What follows belongs to an exercise in optimizing a design on an open flow for small area and a short achievable clock period; a production flow would make more cautious choices. Where RTL was checked, it was by simulation tests only, not by an equivalence proof against the original. The flow treats the clock pin as an ideal source, which a real chip does not have.

==> v10: inputs <==
Design tpu, start of the top module:
module tpu(
    o, d, w, clk, rst
);
    parameter arraySize = 8;
    output wire [24*arraySize-1:0] o;
    input  wire [8*arraySize-1:0] d;
    input  wire [8*arraySize-1:0] w;
    input   clk, rst;
    reg [2:0] age;
    always @(posedge clk, posedge rst)
        if (rst) age <= 3'd0;
        else if (age != 3'd7) age <= age + 3'd1;
    wire wvalid = (age == 3'd7);
    reg signed [10:0] p [1:8];
    integer k;
    always @(posedge clk, posedge rst)
        if (rst) begin
            for (k = 1; k <= 8; k = k + 1) p[k] <= 11'sd0;
        end else begin
            p[1] <= {{3{d[7]}}, d[7:0]};
            for (k = 2; k <= 8; k = k + 1)
                p[k] <= p[k-1] + {{3{d[8*k-1]}}, d[8*k-1 -: 8]};
        end
    reg signed [10:0] x [2:8];
    always @(posedge clk) begin
        x[2] <= p[8];
        for (k = 3; k <= 8; k = k + 1) x[k] <= x[k-1];
    end
    genvar i;
    generate
        for (i = 1; i <= arraySize; i = i + 1) begin : COL
            reg [7:0] wd [1:7];
            integer s;
            always @(posedge clk) begin
                wd[1] <= w[8*i-1 -: 8];
                for (s = 2; s <= 7; s = s + 1) wd[s] <= wd[s-1];
            end
            reg signed [7:0] w8;
            always @(posedge clk, posedge rst)
                if (rst) w8 <= 8'd0;
                else w8 <= wvalid ? wd[7] : 8'd0;
            wire signed [10:0] xi;
            if (i == 1) begin : X1
                assign xi = p[8];
            end else begin : XN
  ...
export LEC_CHECK = 0
export CAP_MARGIN = 20
export CORE_MARGIN = 2
export CORE_UTILIZATION = 40
export PLACE_DENSITY = 0.55
export SLEW_MARGIN = 20
create_clock -name core_clock -period 6.0 [get_ports {clk}]
run.sh (not shown) runs the stock make flow with config.mk's settings and CLKGATE_MAP_FILE= SYNTH_SCRIPT=/design/flow/synth_recipe.tcl, a recipe that flattens the netlist after the stock synthesis.
==> v27 (differences from v10) <==
SETUP_SLACK_MARGIN = 2.5   (was unset)
==> qor summary <==
item	v10	v27
Status	timing/DRC/antenna clean	timing/DRC/antenna clean
Worst-case register-to-register setup slack	1.18 ns	1.61 ns
Worst-Skew Late Latency	0.67 ns	0.66 ns
Non-clock buffer instance count of the final layout	328	597
# resized after CTS	0	327
Count of antenna diodes in the layout	1	6
Inst Count DP	5,340	5,339
Routed wl met3	3640 um	4120 um
Seq. cell area	18,100 um^2	18,300 um^2
Startpoint of the worst register-to-register path	COL[4].w8[2]	COL[4].w8[0]
Final critical-path share of the clock period	80.4%	73.1%
Placed cell areas	46,600 um^2	47,600 um^2
Wire length of the first global-routing pass	143,000 um	150,000 um
Final Skew	0.0182 ns	0.0372 ns
Hold Path Origin	COL[1].wd[2][7]	COL[3].wd[5][0]
GRT met2 Usage	27.4%	29.0%
Ratio of cells with drive above 1 in the final layout	4.59%	22.1%
Top sig layer	met4	met5
Minimum setup slack after placement	1.21 ns	1.40 ns
WL met2	41,500 um	44,700 um
No run of this note included a check of the RTL's function; only the layout flow was run.

* * *

==> build 39: inputs <==
tpu, a different RTL version from the one above (not shown whole).
// tpu
module tpu(
    o, d, w, clk, rst
);
    parameter arraySize = 8;
    output wire [24*arraySize-1:0] o;
    input  wire [8*arraySize-1:0] d;
    input  wire [8*arraySize-1:0] w;
    input   clk, rst;
    reg [2:0] age;
    always @(posedge clk, posedge rst)
        if (rst) age <= 3'd0;
        else if (age != 3'd7) age <= age + 3'd1;
    wire wvalid = (age == 3'd7);
    wire signed [7:0] d1 = d[7:0],   d2 = d[15:8],  d3 = d[23:16], d4 = d[31:24];
    wire signed [7:0] d5 = d[39:32], d6 = d[47:40], d7 = d[55:48], d8 = d[63:56];
    reg signed [7:0]  p1;
    reg signed [8:0]  p2;
    reg signed [9:0]  p3, p4;
    reg signed [10:0] p5, p6, p7, p8;
    always @(posedge clk, posedge rst)
        if (rst) begin
            p1 <= 8'sd0;  p2 <= 9'sd0;  p3 <= 10'sd0; p4 <= 10'sd0;
            p5 <= 11'sd0; p6 <= 11'sd0; p7 <= 11'sd0; p8 <= 11'sd0;
        end else begin
            p1 <= d1;
            p2 <= p1 + d2;
            p3 <= p2 + d3;
            p4 <= p3 + d4;
            p5 <= p4 + d5;
            p6 <= p5 + d6;
            p7 <= p6 + d7;
            p8 <= p7 + d8;
        end
    integer k;
    reg signed [10:0] x [2:8];
    always @(posedge clk) begin
        x[2] <= p8;
        for (k = 3; k <= 8; k = k + 1) x[k] <= x[k-1];
    end
    genvar i;
    generate
  ...
==> module tpu, before the edit <==
module tpu(
    o, d, w, clk, rst
);
    parameter arraySize = 8;
    output wire [24*arraySize-1:0] o;
    input  wire [8*arraySize-1:0] d;
    input  wire [8*arraySize-1:0] w;
    input   clk, rst;
    reg [2:0] age;
    always @(posedge clk, posedge rst)
        if (rst) age <= 3'd0;
        else if (age != 3'd7) age <= age + 3'd1;
    wire wvalid = (age == 3'd7);
    wire signed [7:0] d1 = d[7:0],   d2 = d[15:8],  d3 = d[23:16], d4 = d[31:24];
    wire signed [7:0] d5 = d[39:32], d6 = d[47:40], d7 = d[55:48], d8 = d[63:56];
    reg signed [7:0]  p1;
    reg signed [8:0]  p2;
    reg signed [9:0]  p3, p4;
    reg signed [10:0] p5, p6, p7, p8;
    always @(posedge clk, posedge rst)
        if (rst) begin
            p1 <= 8'sd0;  p2 <= 9'sd0;  p3 <= 10'sd0; p4 <= 10'sd0;
            p5 <= 11'sd0; p6 <= 11'sd0; p7 <= 11'sd0; p8 <= 11'sd0;
        end else begin
            p1 <= d1;
            p2 <= p1 + d2;
            p3 <= p2 + d3;
            p4 <= p3 + d4;
            p5 <= p4 + d5;
            p6 <= p5 + d6;
            p7 <= p6 + d7;
            p8 <= p7 + d8;
        end
    integer k;
    reg signed [10:0] x [2:8];
    always @(posedge clk) begin
        x[2] <= p8;
        for (k = 3; k <= 8; k = k + 1) x[k] <= x[k-1];
    end
    genvar i;
    generate
        for (i = 1; i <= arraySize; i = i + 1) begin : COL
            reg [7:0] wd [1:7];
            integer s;
            always @(posedge clk) begin
                wd[1] <= w[8*i-1 -: 8];
                for (s = 2; s <= 7; s = s + 1) wd[s] <= wd[s-1];
            end
            wire [7:0] wm = wvalid ? wd[7] : 8'd0;
            wire [8:0] we = {wm, 1'b0};
            reg [3:0] neg, one, two;
            integer q;
            always @(posedge clk, posedge rst)
                if (rst) begin
                    neg <= 4'd0; one <= 4'd0; two <= 4'd0;
                end else begin
                    for (q = 0; q < 4; q = q + 1) begin
                        neg[q] <= we[2*q+2];
                        one[q] <= we[2*q+1] ^ we[2*q];
                        two[q] <= (we[2*q+2] & ~we[2*q+1] & ~we[2*q]) |
                                  (~we[2*q+2] & we[2*q+1] & we[2*q]);
                    end
                end
            wire signed [10:0] xi;
            if (i == 1) begin : X1
                assign xi = p8;
            end else begin : XN
                assign xi = x[i];
            end
            wire [18:0] prod;
            mul8x11 MUL(neg, one, two, xi, prod);
            reg [18:0] oreg;
            always @(posedge clk, posedge rst)
                if (rst) oreg <= 19'd0;
                else oreg <= prod;
            assign o[24*i-1 -: 24] = {{5{oreg[18]}}, oreg};
        end
    endgenerate
endmodule
clock: 6.0 ns
lec_check: 0
abc_area: 1
cap_margin: 20
core_margin: 2
core_utilization: 70
cts_buf_list: sky130_fd_sc_hd__clkbuf_4 sky130_fd_sc_hd__clkbuf_8
cts_cluster_diameter: 60
cts_cluster_size: 18
place_density: 0.75
slew_margin: 20
synth_hierarchical: 1
synth_minimum_keep_size: 0
standard.sh (not shown) runs the stock make flow with config.mk's settings and CLKGATE_MAP_FILE= SYNTH_SCRIPT=/design/flow/synth_recipe.tcl, a recipe that flattens the netlist after the stock synthesis.
==> flow/flow/run.sh <==
#!/bin/bash
# The standard layout with two changes:
#  - the port buffers are the smallest buffer cell instead of the delay buffer
#    buffer_ports picks by default;
#  - after clock tree synthesis, the clock of the output registers is delayed a
#    little (flow/skew.tcl): they end the multiplier paths, the longest
#    register-to-register paths, and start only the paths to the outputs, which
#    have time to spare.
set -euo pipefail
PORTBUF='BUFFER_PORTS_ARGS=-buffer_cell sky130_fd_sc_hd__buf_1'
bash standard.sh "$PORTBUF" cts > 1_standard_to_cts.log 2>&1
R=$(pwd)/orfs/results/$FLOW_PLATFORM/tpu/base
IN_ODB=$R/4_cts.odb OUT_ODB=$R/4_cts_skew.odb SDC=$R/4_cts.sdc \
  DLY_CELL=sky130_fd_sc_hd__clkdlybuf4s15_1 BUF_CELL=sky130_fd_sc_hd__clkbuf_8 CHUNK=6 \
  openroad -no_init -exit flow/skew.tcl > 2_skew.log 2>&1
cp $R/4_cts_skew.odb $R/4_cts.odb
bash standard.sh "$PORTBUF" SETUP_SLACK_MARGIN=3.0 finish > 3_standard_finish.log 2>&1
Other scripts of this flow, unchanged in this note and not shown: flow/flow/skew.tcl
==> build 11: changes against build 39 <==
--- a/flow/flow/run.sh
+++ b/flow/flow/run.sh
@@ -1,11 +1,14 @@
 #!/bin/bash
-# The standard layout with two changes:
+# The standard layout with three changes:
 #  - the port buffers are the smallest buffer cell instead of the delay buffer
 #    buffer_ports picks by default;
 #  - after clock tree synthesis, the clock of the output registers is delayed a
 #    little (flow/skew.tcl): they end the multiplier paths, the longest
 #    register-to-register paths, and start only the paths to the outputs, which
-#    have time to spare.
+#    have time to spare;
+#  - the steps after clock tree synthesis repair setup timing to a margin
+#    (SETUP_SLACK_MARGIN), so that resizing works on the paths the delayed
+#    clock leaves critical.
 set -euo pipefail
 PORTBUF='BUFFER_PORTS_ARGS=-buffer_cell sky130_fd_sc_hd__buf_1'
 bash standard.sh "$PORTBUF" cts > 1_standard_to_cts.log 2>&1
CORE_UTILIZATION = 65   (was 70)
CTS_BUF_LIST = sky130_fd_sc_hd__clkbuf_16   (was sky130_fd_sc_hd__clkbuf_4 sky130_fd_sc_hd__clkbuf_8)
CTS_CLUSTER_DIAMETER = 80   (was 60)
CTS_CLUSTER_SIZE = 30   (was 18)
PLACE_DENSITY = 0.72   (was 0.75)
==> build 9: changes against build 39 <==
--- a/flow/design.v
+++ b/flow/design.v
@@ -268,10 +268,13 @@
         end
     integer k;
     reg signed [10:0] x [2:8];
-    always @(posedge clk) begin
-        x[2] <= p8;
-        for (k = 3; k <= 8; k = k + 1) x[k] <= x[k-1];
-    end
+    always @(posedge clk, posedge rst)
+        if (rst) begin
+            for (k = 2; k <= 8; k = k + 1) x[k] <= 11'sd0;
+        end else begin
+            x[2] <= p8;
+            for (k = 3; k <= 8; k = k + 1) x[k] <= x[k-1];
+        end
     genvar i;
     generate
         for (i = 1; i <= arraySize; i = i + 1) begin : COL
@@ -285,10 +288,8 @@
             wire [8:0] we = {wm, 1'b0};
             reg [3:0] neg, one, two;
             integer q;
-            always @(posedge clk, posedge rst)
-                if (rst) begin
-                    neg <= 4'd0; one <= 4'd0; two <= 4'd0;
-                end else begin
+            always @(posedge clk)
+                begin
                     for (q = 0; q < 4; q = q + 1) begin
                         neg[q] <= we[2*q+2];
                         one[q] <= we[2*q+1] ^ we[2*q];
--- a/flow/flow/run.sh
+++ b/flow/flow/run.sh
@@ -1,11 +1,14 @@
 #!/bin/bash
-# The standard layout with two changes:
+# The standard layout with three changes:
 #  - the port buffers are the smallest buffer cell instead of the delay buffer
 #    buffer_ports picks by default;
 #  - after clock tree synthesis, the clock of the output registers is delayed a
 #    little (flow/skew.tcl): they end the multiplier paths, the longest
 #    register-to-register paths, and start only the paths to the outputs, which
-#    have time to spare.
+#    have time to spare;
+#  - the steps after clock tree synthesis repair setup timing to a margin
+#    (SETUP_SLACK_MARGIN), so that resizing works on the paths the delayed
+#    clock leaves critical.
 set -euo pipefail
 PORTBUF='BUFFER_PORTS_ARGS=-buffer_cell sky130_fd_sc_hd__buf_1'
 bash standard.sh "$PORTBUF" cts > 1_standard_to_cts.log 2>&1
CORE_UTILIZATION = 60   (was 70)
CTS_BUF_LIST = sky130_fd_sc_hd__clkbuf_16   (was sky130_fd_sc_hd__clkbuf_4 sky130_fd_sc_hd__clkbuf_8)
CTS_CLUSTER_DIAMETER = 80   (was 60)
CTS_CLUSTER_SIZE = 30   (was 18)
PLACE_DENSITY = 0.7   (was 0.75)
==> trial 94: changes against build 39 <==
--- a/flow/design.v
+++ b/flow/design.v
@@ -246,30 +246,19 @@
         if (rst) age <= 3'd0;
         else if (age != 3'd7) age <= age + 3'd1;
     wire wvalid = (age == 3'd7);
-    wire signed [7:0] d1 = d[7:0],   d2 = d[15:8],  d3 = d[23:16], d4 = d[31:24];
-    wire signed [7:0] d5 = d[39:32], d6 = d[47:40], d7 = d[55:48], d8 = d[63:56];
-    reg signed [7:0]  p1;
-    reg signed [8:0]  p2;
-    reg signed [9:0]  p3, p4;
-    reg signed [10:0] p5, p6, p7, p8;
+    reg signed [10:0] p [1:8];
+    integer k;
     always @(posedge clk, posedge rst)
         if (rst) begin
-            p1 <= 8'sd0;  p2 <= 9'sd0;  p3 <= 10'sd0; p4 <= 10'sd0;
-            p5 <= 11'sd0; p6 <= 11'sd0; p7 <= 11'sd0; p8 <= 11'sd0;
+            for (k = 1; k <= 8; k = k + 1) p[k] <= 11'sd0;
         end else begin
-            p1 <= d1;
-            p2 <= p1 + d2;
-            p3 <= p2 + d3;
-            p4 <= p3 + d4;
-            p5 <= p4 + d5;
-            p6 <= p5 + d6;
-            p7 <= p6 + d7;
-            p8 <= p7 + d8;
+            p[1] <= {{3{d[7]}}, d[7:0]};
+            for (k = 2; k <= 8; k = k + 1)
+                p[k] <= p[k-1] + {{3{d[8*k-1]}}, d[8*k-1 -: 8]};
         end
-    integer k;
     reg signed [10:0] x [2:8];
     always @(posedge clk) begin
-        x[2] <= p8;
+        x[2] <= p[8];
         for (k = 3; k <= 8; k = k + 1) x[k] <= x[k-1];
     end
     genvar i;
@@ -298,7 +287,7 @@
                 end
             wire signed [10:0] xi;
             if (i == 1) begin : X1
-                assign xi = p8;
+                assign xi = p[8];
             end else begin : XN
                 assign xi = x[i];
             end
CORE_UTILIZATION = 60   (was 70)
PLACE_DENSITY = 0.7   (was 0.75)
==> results.cfg <==
[routing]
wl_per_cell_um = 16.1
via_count = 31800

[global_routing]
grt_max_degree = 138

[yosys]
ys_seq_area_frac = 0.434
synth_cell_types = 37

[critical_path]
reg2reg_from = COL[2].one[1]
startpoint = COL[6].oreg[18]

[worst_hold_path]
holdPathEnd = COL[7].oreg[0]

[finish]
nonClockInverterCount = 555

[cts]
cts_sinks = 859

[status]
status = complete, no violations

[timing]
finalCritPeriodShare = 0.517
That was trial 94.
==> results.cfg <==
[timing]
finalCritPeriodShare = 0.508

[status]
status = complete, no violations

[yosys]
synth_cell_types = 35
ys_seq_area_frac = 0.434

[worst_hold_path]
holdPathEnd = COL[3].oreg[0]

[finish]
nonClockInverterCount = 557

[routing]
wl_per_cell_um = 16.7
via_count = 32100

[critical_path]
reg2reg_from = COL[5].two[1]
That was build 11.
==> results.cfg <==
[global_routing]
grt_max_degree = 154

[status]
status = complete, no violations

[yosys]
ys_seq_area_frac = 0.434
synth_cell_types = 35

[timing]
finalCritPeriodShare = 0.521

[cts]
cts_sinks = 857

[routing]
via_count = 32600
That was build 39.
==> results.cfg <==
[timing]
finalCritPeriodShare = 0.500

[global_routing]
grt_max_degree = 136

[yosys]
ys_seq_area_frac = 0.433

[critical_path]
reg2reg_from = COL[1].one[1]

[finish]
nonClockInverterCount = 555

[status]
status = complete, no violations

[worst_hold_path]
holdPathEnd = COL[1].oreg[0]

[cts]
cts_sinks = 857
That was build 9.

## port drivers added, routing unchanged
The flow's constraints put no driver on any port. The routed layouts listed below were extracted and timed again, unchanged, in two steps. Step 1, drivers: a clkbuf_16 drives clk and a buf_2 each remaining input, both assumed. Step 2, shift: input delay + t, output delay - t, t = (earliest + latest rising clock arrival at the registers) / 2. This alone moves slack from input paths to output paths. a / b / c = ideal ports / drivers / drivers and shift; a / b = the first two.
run | t, ns | setup WS [ns] | latest minus earliest clock arrival (ns) | pins driven straight from the clock port
v10 | 0.732 | 1.176 / 1.176 / 1.176 | 0.022 / 0.022 | 1
v27 | 0.709 | 1.611 / 1.611 / 1.611 | 0.044 / 0.044 | 1
build 39 | 1.061 | 2.874 / 2.810 / 2.659 | 0.673 / 0.674 | 1
build 11 | 0.967 | 2.951 / 2.884 / 3.090 | 0.660 / 0.659 | 1
build 9 | 0.969 | 2.999 / 2.933 / 3.099 | 0.627 / 0.628 | 1
trial 94 | 1.036 | 2.898 / 2.829 / 3.078 | 0.644 / 0.643 | 1
Clock arrivals are far apart in build 39, build 11, build 9 and trial 94, so t is only a midpoint there and step 2 fits no single register. For build 39, which loses most, drivers alone change the setup slack by -0.064 ns; drivers and shift together by -0.215 ns. Setup slack includes reset recovery checks.
